This is an optimization exercise on Yosys and OpenROAD, whose aim is small area, not a production implementation.
In this exercise RTL edits were held to simulation tests only and were not proved equivalent to the original.
No activity file was given, so power comes from the tool's default toggle rates.

--- flow/standard.sh ---
#!/bin/bash
# synth_recipe.tcl (not shown) runs the flow's synth.tcl, then flattens the netlist and writes it again
# the make line also repeats each setting of config.mk as NAME=value (left out here)
make -C /OpenROAD-flow-scripts/flow DESIGN_CONFIG=/design/flow/config.mk WORK_HOME=/design/flow/orfs CLKGATE_MAP_FILE= SYNTH_SCRIPT=/design/flow/synth_recipe.tcl "${@:-finish}"
--- flow/design.v ---
module FIFO #(
    parameter DATA_WIDTH = 8,
    parameter FIFO_DEPTH = 16
)(
    input  wire CLK,
    input  wire RST_N,
    input  wire WR_EN,
    input  wire RD_EN,
    input  wire [DATA_WIDTH-1:0] DIN,
    output reg  [DATA_WIDTH-1:0] DOUT,
    output wire FULL,
    output wire EMPTY
);
    reg [DATA_WIDTH-1:0] mem [0:15];
    wire wr_ok, hold;
    wire [15:0] oh;
    FIFO_CTRL u_ctrl (
        .CLK(CLK), .RST_N(RST_N), .WR_EN(WR_EN), .RD_EN(RD_EN),
        .wr_ok(wr_ok), .oh(oh), .hold(hold), .FULL(FULL), .EMPTY(EMPTY)
    );
    integer k;
    always @(posedge CLK) begin
        if (wr_ok) begin
            mem[0] <= DIN;
            for (k = 1; k < 16; k = k + 1)
                mem[k] <= mem[k-1];
        end
    end
    genvar g;
    wire [DATA_WIDTH-1:0] dnext;
    generate
        for (g = 0; g < DATA_WIDTH; g = g + 1) begin : bit_
            wire [4:0] t;
            AO222 a0 (.a(mem[0][g]),  .sa(oh[0]),  .b(mem[1][g]),  .sb(oh[1]),  .c(mem[2][g]),  .sc(oh[2]),  .yn(t[0]));
            AO222 a1 (.a(mem[3][g]),  .sa(oh[3]),  .b(mem[4][g]),  .sb(oh[4]),  .c(mem[5][g]),  .sc(oh[5]),  .yn(t[1]));
            AO222 a2 (.a(mem[6][g]),  .sa(oh[6]),  .b(mem[7][g]),  .sb(oh[7]),  .c(mem[8][g]),  .sc(oh[8]),  .yn(t[2]));
            AO222 a3 (.a(mem[9][g]),  .sa(oh[9]),  .b(mem[10][g]), .sb(oh[10]), .c(mem[11][g]), .sc(oh[11]), .yn(t[3]));
            AO222 a4 (.a(mem[12][g]), .sa(oh[12]), .b(mem[13][g]), .sb(oh[13]), .c(mem[14][g]), .sc(oh[14]), .yn(t[4]));
            SELTAIL tl (.tn(t), .a(mem[15][g]), .sa(oh[15]), .b(DOUT[g]), .sb(hold), .y(dnext[g]));
        end
    endgenerate
    always @(posedge CLK or negedge RST_N) begin
        if (!RST_N)
            DOUT <= 0;
        else
            DOUT <= dnext;
    end
endmodule
module FIFO_CTRL (
    input  wire CLK,
    input  wire RST_N,
    input  wire WR_EN,
    input  wire RD_EN,
    output wire wr_ok,
    output wire [15:0] oh,
    output wire hold,
    output wire FULL,
    output wire EMPTY
);
    reg  [4:0] s;
    wire [4:0] s_nx;
    always @(posedge CLK or negedge RST_N) begin
        if (!RST_N)
            s <= 5'b11111;
        else
            s <= s_nx;
    end
    assign EMPTY = s[4];
    wire ones, rd_ok;
    G_NAND4  g_ones (.a(s[3]), .b(s[2]), .c(s[1]), .d(s[0]), .y(ones));  
    G_NOR2   g_full (.a(s[4]), .b(ones), .y(FULL));                      
    wire lon0, lon1, lon2, lon3;
    G_NAND2  g_lon3 (.a(s[1]), .b(s[0]), .y(lon3));             
    G_NOR3B  g_wrok (.a(RD_EN), .b(FULL), .cn(WR_EN), .y(wr_ok));
    G_NOR3B  g_rdok (.a(WR_EN), .b(s[4]), .cn(RD_EN), .y(rd_ok));
    G_NOR2   g_hold (.a(rd_ok), .b(s[4]), .y(hold));
    G_OR2    g_lon0 (.a(s[1]), .b(s[0]), .y(lon0));
    G_NAND2B g_lon1 (.an(s[1]), .b(s[0]), .y(lon1));
    G_NAND2B g_lon2 (.an(s[0]), .b(s[1]), .y(lon2));
    wire [3:0] lon = {lon3, lon2, lon1, lon0};
    wire [3:0] hrn;
    G_OR3B   g_hrn0 (.a(s[3]), .b(s[2]), .cn(rd_ok), .y(hrn[0]));
    G_NAND3B g_hrn1 (.an(s[3]), .b(s[2]), .c(rd_ok), .y(hrn[1]));
    G_NAND3B g_hrn2 (.an(s[2]), .b(s[3]), .c(rd_ok), .y(hrn[2]));
    G_NAND3  g_hrn3 (.a(s[3]), .b(s[2]), .c(rd_ok), .y(hrn[3]));
    genvar g;
    generate
        for (g = 0; g < 16; g = g + 1) begin : dec
            G_NOR2 g_oh (.a(lon[g%4]), .b(hrn[g/4]), .y(oh[g]));
        end
    endgenerate
    wire act, t1n, w, r, t2, t3n, neq, t4;
    G_OR2    g_act  (.a(wr_ok), .b(rd_ok), .y(act));
    G_XOR2   g_s0   (.a(s[0]), .b(act), .y(s_nx[0]));
    G_MUX2I  g_t1   (.a0(rd_ok), .a1(wr_ok), .s(s[0]), .y(t1n));    
    G_XNOR2  g_s1   (.a(s[1]), .b(t1n), .y(s_nx[1]));
    G_AND3   g_w    (.a(wr_ok), .b(s[1]), .c(s[0]), .y(w));
    G_NOR3B  g_r    (.a(s[1]), .b(s[0]), .cn(rd_ok), .y(r));
    G_OR2    g_t2   (.a(w), .b(r), .y(t2));
    G_XOR2   g_s2   (.a(s[2]), .b(t2), .y(s_nx[2]));
    G_MUX2I  g_t3   (.a0(r), .a1(w), .s(s[2]), .y(t3n));           
    G_XNOR2  g_s3   (.a(s[3]), .b(t3n), .y(s_nx[3]));
    G_XOR2   g_neq  (.a(s[3]), .b(s[2]), .y(neq));
    G_NOR2   g_t4   (.a(t3n), .b(neq), .y(t4));
    G_XOR2   g_s4   (.a(s[4]), .b(t4), .y(s_nx[4]));
endmodule
module G_NOR2   (input wire a, b, output wire y);        assign y = ~(a | b);        endmodule
module G_NAND2  (input wire a, b, output wire y);        assign y = ~(a & b);        endmodule
module G_OR2    (input wire a, b, output wire y);        assign y = a | b;           endmodule
module G_NAND2B (input wire an, b, output wire y);       assign y = ~(~an & b);      endmodule
module G_NAND4  (input wire a, b, c, d, output wire y);  assign y = ~(a & b & c & d); endmodule
module G_NOR3B  (input wire a, b, cn, output wire y);    assign y = ~(a | b | ~cn);  endmodule
module G_OR3B   (input wire a, b, cn, output wire y);    assign y = a | b | ~cn;     endmodule
module G_NAND3  (input wire a, b, c, output wire y);     assign y = ~(a & b & c);    endmodule
module G_NAND3B (input wire an, b, c, output wire y);    assign y = ~(~an & b & c);  endmodule
module G_AND3   (input wire a, b, c, output wire y);     assign y = a & b & c;       endmodule
module G_XOR2   (input wire a, b, output wire y);        assign y = a ^ b;           endmodule
module G_XNOR2  (input wire a, b, output wire y);        assign y = ~(a ^ b);        endmodule
module G_MUX2I  (input wire a0, a1, s, output wire y);   assign y = ~(s ? a1 : a0);  endmodule
module AO222 (
    input  wire a, sa, b, sb, c, sc,
    output wire yn
);
    assign yn = ~((a & sa) | (b & sb) | (c & sc));
endmodule
module SELTAIL (
    input  wire [4:0] tn,
    input  wire a, sa, b, sb,
    output wire y
);
    wire q;
    NAND3 u_q (.a(tn[0]), .b(tn[1]), .c(tn[2]), .y(q));
    TAIL2 u_y (.q(q), .t3(tn[3]), .t4(tn[4]), .a(a), .sa(sa), .b(b), .sb(sb), .y(y));
endmodule
module NAND3 (input wire a, b, c, output wire y);
    assign y = ~(a & b & c);
endmodule
module TAIL2 (input wire q, t3, t4, a, sa, b, sb, output wire y);
    assign y = q | ~t3 | ~t4 | (a & sa) | (b & sb);
endmodule
module MULTI_FIFOS #(
    parameter DATA_WIDTH = 8,                        
    parameter FIFO_DEPTH = 16,                       
    parameter NUM_FIFOS = 4                          
)(
    input  wire CLK,
    input  wire RST_N,
    input  wire [NUM_FIFOS-1:0] WR_EN,                
    input  wire [NUM_FIFOS-1:0] RD_EN,                
    input  wire [NUM_FIFOS*DATA_WIDTH-1:0] DIN,       
    output wire [NUM_FIFOS*DATA_WIDTH-1:0] DOUT,     
    output wire [NUM_FIFOS-1:0] FULL,                
    output wire [NUM_FIFOS-1:0] EMPTY                
);
    genvar i;
    generate
        for (i=0; i<NUM_FIFOS; i=i+1) begin : fifo_instances
            FIFO #(
                .DATA_WIDTH(DATA_WIDTH),
                .FIFO_DEPTH(FIFO_DEPTH)
            ) fifo_inst (
                .CLK(CLK),
                .RST_N(RST_N),
                .WR_EN(WR_EN[i]),
                .RD_EN(RD_EN[i]),
                .DIN(DIN[(i + 1) * DATA_WIDTH - 1:i * DATA_WIDTH]),
                .DOUT(DOUT[(i + 1) * DATA_WIDTH - 1:i * DATA_WIDTH]),
                .FULL(FULL[i]),
                .EMPTY(EMPTY[i])
            );
        end
    endgenerate
endmodule
--- flow/config.mk ---
export PLATFORM = sky130hd
export DESIGN_NAME = MULTI_FIFOS
export DESIGN_NICKNAME = MULTI_FIFOS
export VERILOG_FILES = /design/flow/design.v
export SDC_FILE = /design/flow/constraint.sdc
export NUM_CORES = 4
export LEC_CHECK = 0
export CAP_MARGIN = 20
export CORE_MARGIN = 2
export CORE_UTILIZATION = 60
export SLEW_MARGIN = 20
export SYNTH_HIERARCHICAL = 1
export SYNTH_MINIMUM_KEEP_SIZE = 0
--- flow/flow/settings.sh ---
export BUFFER_PORTS_ARGS="-buffer_cell sky130_fd_sc_hd__buf_1"
export CTS_ARGS="-sink_clustering_enable -repair_clock_nets -dont_use_dummy_load -sink_clustering_size 5 -sink_clustering_max_diameter 30 -buf_list sky130_fd_sc_hd__clkbuf_2"
export POST_RESIZE_TCL="$PWD/flow/recover.tcl"
--- flow/flow/run.sh ---
#!/bin/bash
# Standard ORFS layout (standard.sh, unchanged synthesis) with two changes:
# port buffers use the smallest buffer cell, and clock tree synthesis uses
# small clock buffers without dummy loads.
set -euo pipefail
cd "$(dirname "$0")/.."
source flow/settings.sh
bash standard.sh > flow_make.log 2>&1
--- flow/flow/recover.tcl ---
# Downsize cells off the critical paths (area/power recovery) before detailed placement.
log_cmd repair_timing -recover_power 100
--- flow/constraint.sdc ---
create_clock -name core_clock -period 5.0 [get_ports {CLK}]
set_input_delay 1.0000 -clock core_clock [delete_from_list [all_inputs] [get_ports {CLK}]]
set_output_delay 1.0000 -clock core_clock [all_outputs]
set_load 0.01 [all_outputs]
==> results of run 1 <==
==> layout by cell type (no fill, tap or decap), types with 4 or more instances in the layout <==
cell	n
xor2_1	16
nor2_1	76
nor3b_1	8
nand3_1	36
dfstp_1	8
nand4b_1	32
nand2b_1	8
clkbuf_2	135
a22oi_1	32
dfrtp_1	32
dfstp_2	12
edfxtp_1	512
mux2i_1	8
or3b_1	4
nand4_1	4
nand3b_1	8
xnor2_1	8
nor3b_2	4
nand2_1	4
buf_1	80
and3_1	4
or2_1	12
a222oi_1	160
==> per-stage QoR <==
stage / cell area [um2] / utilization (%)
after global placement: 20980 / 64.16
after floorplan: 20040 / -
after CTS: 21580 / 65.99
after detailed placement: 20910 / 63.94
final: 21620 / 66.10
after global routing: 21620 / 66.10
==> final cells by class <==
class	instances	area, um2
clock buffer	134	670.6
tap	442	553.0
antenna	1	2.502
fill	2316	11090
multi-input combinational	424	3273
sequential	564	16700
timing repair buffer	88	415.4
==> critical path: cells and delay by family (launching register included) <==
kind          cells  cell delay (ns)
flops             1             0.74
simple gates      2             0.34
buf+inv           1             0.17
==> routing by layer <==
| metal | vias to the layer above | GRT usage (%) |
|---|---|---|
| met5 | - | 0 |
| met4 | 0 | 6.716 |
| met3 | 21 | 5.134 |
| met2 | 502 | 29.95 |
| met1 | 5397 | 32.80 |
| li1 | 4843 | - |
==> cell usage after synthesis, drive strengths merged <==
cell	number	area share (%)
or3b	4	0.18
nand2b	8	0.25
and3	4	0.13
nand3b	8	0.30
nor2	76	1.4
nand4	4	0.13
dfstp	20	2.6
edfxtp	512	77
xor2	16	0.70
xnor2	8	0.35
dfrtp	32	4.0
nor3b	12	0.75
nand4b	32	1.4
mux2i	8	0.40
a222oi	160	8.0
or2	12	0.38
a22oi	32	1.2
nand3	36	0.90
nand2	4	0.075
==> path summary, 6_finish.rpt <==
path,startpoint,endpoint,cells after the start
max,fifo_instances[3].fifo_inst.u_ctrl.s[0],FULL[3],3
min,DIN[23],fifo_instances[2].fifo_inst.mem[0][7],1
max reg2reg,fifo_instances[0].fifo_inst.u_ctrl.s[4],fifo_instances[0].fifo_inst.DOUT[4],6
min reg2reg,fifo_instances[3].fifo_inst.mem[10][6],fifo_instances[3].fifo_inst.mem[11][6],0
max in group asynchronous,RST_N,fifo_instances[1].fifo_inst.DOUT[2],2
min in group asynchronous,RST_N,fifo_instances[0].fifo_inst.DOUT[0],2
==> cell families after synthesis <==
logic type / after synthesis
multiplexers: 8
flip-flops: 564
AND/OR/NAND/NOR: 200
AO/OA/AOI/OAI: 192
XOR/XNOR: 24
==> per-module statistics from Yosys, one instance, submodules excluded, excerpt <==
module,cells,flops+latches,cell area [um2]
NAND3,1,0,5.005
G_NOR2,1,0,3.754
G_AND3,1,0,6.256
G_NAND3B,1,0,7.507
FIFO_CTRL,5,5,131.4
AO222,1,0,10.01
G_MUX2I,1,0,10.01
G_XOR2,1,0,8.758
G_NAND2B,1,0,6.256
TAIL2,2,0,16.27
G_NAND3,1,0,5.005
G_OR3B,1,0,8.758
G_NAND2,1,0,3.754
==> state kept, by name, summed over array words and instances (netlist names) <==
name and flops:
fifo_instances.fifo_inst.DOUT 32, fifo_instances.fifo_inst.mem 512, fifo_instances.fifo_inst.u_ctrl.s 20
==> power groups by stage <==
stage               clock, W  combinational, W  sequential, W
floorplan                  0          0.000678        0.00615
global placement           0           0.00101        0.00618
detailed placement         0           0.00103        0.00619
CTS                  0.00231           0.00103        0.00609
global route         0.00252           0.00114        0.00615
finish               0.00220           0.00104        0.00609
==> flow_summary.yaml, run 1 <==
run_status:
  outcome: "no timing/DRC/antenna violations"
placed_design:
  dp_cells: 1517
  pre_cts_ws_ns: 1.071
  dp_hpwl_mm: 22.50
  place.gp.congestion: 0.8025
  port_buffers: 81
pwr:
  irDropWorstVdd_mv: 0.2387
  clkPwrFrac_pct: 23.6
  pwr-share-seq_pct: 65.3
  power.net_switching_w: 0.002529
  combPwrFrac_pct: 11.1
  p_leak_nw: 7.136
  power_switching_share_pct: 27.11
  internal-power_w: 0.006799
  power.density_mw_per_mm2: 431.5
  fin_total_pwr_w: 0.009327
sta:
  worst_pin_slew_ns: 0.8874
  fmax_mhz: 318.9
  setup_tns_ns: 0
  slew_violations: 0
  post-route-period-util_pct: 62.71
  rsz0062_at_grt: "no"
  skew_ns: 0.06912
  setup_viol: 0
  min_period_ns: 3.136
  relSlewSlack_pct: 40.62
  hold_violations: 0
  whs_ns: 0.2260
  timing.final.ws_setup_ns: 1.864
finish:
  finish.net_count: 1254
  stdcell_count: 1653
  area_delta_synth_final_pct: 8.002
  drive_gt1_share_pct: 13.06
clocking:
  cts_tree: "yes"
  cts_resized: 0
  htree_levels: 4
  clkLatencyLatePin_ns: 0.94
  cts_inserted_buffers: 134
  cts_hold_buf: 0
  clockBufferDepth: 3
  cts_num_sinks: 564
  path_clk_slew_ns: 0.09
  post_cts_buffers: 0
  root_buffer: "clkbuf_2"
route:
  post_drt_wl_per_cell_um: 22.32
  drt_iter0_markers: 1673
  wirelength_mm: 36.89
  wl_met3_mm: 2.845
  vias: 10763
  post_drt_via_cell_ratio: 6.511
  highest_layer: "met4"
  wl_met1_mm: 17.09
  drt_pre_antenna_iters: 7
  met2_length_mm: 16.67
  route.detailed.drc: 0
  drtAntennaViolNets: 0
synthesis:
  yosys_warnings: 10
  synth_area_per_cell_um2: 20.26
  synth_nets: 1030
  synthCells: 988
  synth_compound_area_share_pct: 9.202
  synth_fa_ha_area_share_pct: 0
  synth_seq_cells: 564
  syn_area_mm2: 0.02001
  synth-simple-area-share_pct: 5.901
  synth_sequential_area_ratio_pct: 83.45
  yosysUniqueCellTypes: 19
  muxShareOfSynthArea_pct: 0.4001
  synth_top_family_by_area: "compound AO/OA/AOI/OAI gates"
  synth-xor-area-share_pct: 1.050
grt:
  grt_pass1_wl_mm: 58.15
  grt_start_max_net_pins: 132
  track_usage_pct: 21.13
  grt_pass1_vias: 10510
  grt_overflow: 0
  antenna_found_initial: 1
worst_setup_path:
  cp_data_required_time_ns: 4.00
  max_stage_delay_ns: 0.74
  crit_path_end_kind: "output port"
  worst-setup-path-type: "reg -> out"
  cp_cell_sequence: "nand4_1, nor2_1, buf_1"
  reg2reg_slack_ns: 2.19
  start_kind: "flop"
  worstPathMaxFanout: 9
  slowest_stage: "dfstp_1"
  crit_arrival_ns: 2.14
die:
  die_w_um: 186.6
  start_util_pct: 61.20
  die-height_um: 186.6
  coreArea_mm2: 0.03270
  die_area_mm2: 0.03483
  ios: 82
  row_count: 66
hold_path:
  hold_class: "in -> reg"
run:
  maxCapViolCount: 0
==> run 2, diff against run 1 <==
==> flow/flow/run.sh (replaced) <==
#!/bin/bash
# Standard ORFS layout (standard.sh, unchanged synthesis) with three changes,
# all set in settings.sh: port buffers use the smallest buffer cell, clock
# tree synthesis uses small clock buffers without dummy loads, and after the
# placement repair, cells off the critical paths are sized down
# (recover.tcl). ORFS writes each step's log under orfs/logs; make's own
# output goes to flow_make.log.
set -euo pipefail
cd "$(dirname "$0")/.."
source flow/settings.sh
bash standard.sh > flow_make.log 2>&1
==> flow/flow/settings.sh (replaced) <==
export BUFFER_PORTS_ARGS="-buffer_cell sky130_fd_sc_hd__buf_1"
export CTS_ARGS="-sink_clustering_enable -repair_clock_nets -dont_use_dummy_load -sink_clustering_size 10 -sink_clustering_max_diameter 40 -buf_list sky130_fd_sc_hd__clkbuf_4"
export POST_RESIZE_TCL="$PWD/flow/recover.tcl"
--- a/flow/config.mk
+++ b/flow/config.mk
@@ -6,8 +6,8 @@
 export NUM_CORES = 4
 export LEC_CHECK = 0
-export CAP_MARGIN = 20
+export CAP_MARGIN = 0
 export CORE_MARGIN = 2
-export CORE_UTILIZATION = 60
-export SLEW_MARGIN = 20
+export CORE_UTILIZATION = 70
+export SLEW_MARGIN = 0
 export SYNTH_HIERARCHICAL = 1
 export SYNTH_MINIMUM_KEEP_SIZE = 0
==> flow_summary.yaml, run 2 <==
sta:
  whs_ns: 0.1348
  relSlewSlack_pct: 21.18
  hold_violations: 0
  min_period_ns: 2.912
  rsz0062_at_grt: "no"
  worst_pin_slew_ns: 1.182
  post-route-period-util_pct: 58.24
  slew_violations: 0
  setup_tns_ns: 0
  skew_ns: 0.05181
  setup_viol: 0
  fmax_mhz: 343.4
die:
  die_w_um: 173.1
  coreArea_mm2: 0.02793
  start_util_pct: 71.65
  die_area_mm2: 0.02996
  ios: 82
  die-height_um: 173.1
  row_count: 61
worst_setup_path:
  critPathTopFamily: "flip-flops"
  cp_cell_sequence: "nand4_1, nor2_1, buf_1"
  reg2reg_slack_ns: 2.25
  cp_data_required_time_ns: 4.00
  cp.depth: 3
  cp-startpoint: "fifo_instances[1].fifo_inst.u_ctrl.s[0]"
  worstPathMaxFanout: 9
  max_stage_delay_ns: 0.73
  slowest_stage: "dfstp_1"
  r2r-end: "fifo_instances[2].fifo_inst.DOUT[7]"
  timing.rr.start: "fifo_instances[2].fifo_inst.u_ctrl.s[4]"
  cp_num_buf_inv: 1
  start_kind: "flop"
  r2r.worst_path.cells: 6
  crit_arrival_ns: 1.91
  worst-setup-path-type: "reg -> out"
  crit_path_end_kind: "output port"
finish:
  final_common_cell: "edfxtp_1"
  largest_reg_flops: 512
  finish.net_count: 1189
  largest-register: "fifo_instances.fifo_inst.mem"
  n_fill_cell: 1609
  reg_top3: "fifo_instances.fifo_inst.mem (512), fifo_instances.fifo_inst.DOUT (32), fifo_instances.fifo_inst.u_ctrl.s (20)"
  final_cell_mix: "edfxtp_1 (512), a222oi_1 (160), buf_1 (80)"
  stdcell_count: 1525
  drive_gt1_share_pct: 7.948
  finish.instance_area_mm2: 0.02138
  area_delta_synth_final_pct: 6.827
placed_design:
  dpl-instance-area_mm2: 0.02083
  dp_hpwl_mm: 22.71
  place.gp.congestion: 0.7956
  dp_cells: 1453
  port_buffers: 81
clocking:
  clockBufferDepth: 3
  cts_hold_buf: 0
  htree_levels: 3
  path_clk_slew_ns: 0.11
  post_cts_buffers: 0
  cts_tree: "yes"
  cts_resized: 0
  clkLatencyLatePin_ns: 0.70
  root_buffer: "clkbuf_4"
  cts_num_sinks: 564
  cts_inserted_buffers: 69
synthesis:
  async_reset_ff_share_pct: 9.220
  synthCells: 988
  synth_most_common_cell: "edfxtp_1"
  yosysTopAreaCellShare_pct: 76.82
  yosysUniqueCellTypes: 19
  synth_ff_type: "edfxtp_1"
  syn_area_mm2: 0.02001
  netlist_top_cells_area: "edfxtp_1 (77%), a222oi_1 (8.0%), dfrtp_1 (4.0%)"
  synth_sequential_area_ratio_pct: 83.45
  ys_top_cells_by_count: "edfxtp_1 (512), a222oi_1 (160), nor2_1 (76), nand3_1 (36)"
  synth_edf_count: 512
  synth_nets: 1030
  yosysTopAreaCell: "edfxtp_1"
  yosys_warnings: 10
  synth_area_per_cell_um2: 20.26
  synth_seq_cells: 564
grt:
  antenna_found_initial: 2
  track_usage_pct: 23.71
  grt_pass1_wl_mm: 55.88
  grt_start_max_net_pins: 132
  grt_overflow: 0
  grt_pass1_vias: 10121
route:
  wirelength_mm: 35.72
  drtAntennaViolNets: 0
  route.detailed.drc: 0
  vias: 10756
  post_drt_wl_per_cell_um: 23.42
  post_drt_via_cell_ratio: 7.053
  drt_iter0_markers: 2027
  drt_pre_antenna_iters: 9
pwr:
  p_leak_nw: 6.888
  power.density_mw_per_mm2: 425.7
  irDropWorstVdd_mv: 0.3283
run:
  maxCapViolCount: 0
run_status:
  outcome: "no timing/DRC/antenna violations"
hold_path:
  hold_class: "in -> async"
==> run 2: cell counts after synthesis <==
Identical to the previous run, type by type.
==> run 2: layout make-up <==
type,count,area [um2],share of cell area (%)
diodes,2,5.005,0.02341
clock buffers,69,518.0,2.423
multi-input cells,424,3273,15.31
flip-flops and latches,564,16700,78.11
well taps,378,473.0,2.212
repair buffers,88,410.4,1.919
==> run 2: cells by family after synthesis <==
kind of cell / count (synthesis) / synth area share [%]
AO/OA/AOI/OAI: 192 / 9.202
AND/OR/NAND/NOR: 200 / 5.901
XOR/XNOR: 24 / 1.050
flip-flops: 564 / 83.45
multiplexers: 8 / 0.4001
==> run 2: worst register-to-register path, cell delays in order, from the launching register on <==
cell and delay, ns:
dfstp_1 0.41, nor3b_1 0.69, or3b_1 0.48, nor2_1 0.53, a222oi_1 0.29, nand3_1 0.17
nand4b_1 0.12
==> run 2: worst max-delay path by stage <==
stage | end | slack [ns]
6_report | FULL[1] | 2.09
5_1_grt | FULL[2] | 1.94
4_1_cts | fifo_instances[0].fifo_inst.u_ctrl.s[0] | 1.67
3_5_place_dp | fifo_instances[0].fifo_inst.u_ctrl.s[0] | 1.26
3_3_place_gp | fifo_instances[2].fifo_inst.DOUT[1] | 1.89
2_1_floorplan | fifo_instances[0].fifo_inst.u_ctrl.s[4] | -0.16
==> run 2: Yosys stat by module (local to each module, per instance), a selection <==
module    cells  flops+latches  area (um2)  copies in the design
G_NAND2B      1              0       6.256                     8
G_NAND4       1              0       6.256                     4
G_NOR3B       1              0       12.51                    12
G_OR2         1              0       6.256                    12
G_OR3B        1              0       8.758                     4
NAND3         1              0       5.005                    32
==> run 2: power by group <==
group,total (W),switching (W),internal [W]
clock network,0.00197,0.00133,0.000640
registers,0.00610,0.000382,0.00572
logic,0.00103,0.000646,0.000382
==> run 2: routing by layer <==
layer	vias up	routed length [um]	global-route usage [%]
met5	-	0	0
met4	0	840	7.627
met3	71	2943	4.442
met2	592	16700	35.67
met1	5409	15240	36.24
li1	4684	-	-
==> run 2: through the flow <==
step | total power, W | util, % | setup slack [ns]
6_report | 0.009101 | 76.54 | 2.088
5_1_grt | 0.009499 | 76.53 | 1.937
4_1_cts | 0.009149 | 76.41 | 1.668
3_5_place_dp | 0.007218 | 74.56 | 1.256
3_3_place_gp | 0.007175 | 74.86 | 1.890
2_1_floorplan | 0.006826 | - | -0.1640

-- port drivers added, routing unchanged --
How much do the figures lean on ideal ports? The routed layouts below were timed once more, with nothing changed but the port constraints. Step 1: set_driving_cell puts a clkbuf_16 on CLK and a buf_2 on each other input, an assumption about the parent block. Step 2 moves the port delays by t, midway between the first and last clock arrival at a register: inputs arrive t later, outputs are due t later. That takes back most of the time a late clock gives input paths. Three values: ideal, step 1, step 2; two values: the first two.
run | t (ns) | setup WS [ns] | worst setup path after step 2 | latest minus earliest clock arrival (ns) | pins driven straight from the clock port
run 1 | 0.951 | 1.864 / 1.814 / 1.534 | input to register | 0.074 / 0.073 | 1
run 2 | 0.728 | 2.088 / 2.041 / 1.567 | input to register | 0.065 / 0.065 | 1
After both steps setup and hold are still met in every run listed. For run 2, which loses most, drivers alone change the setup slack by -0.047 ns; drivers and shift together by -0.521 ns.
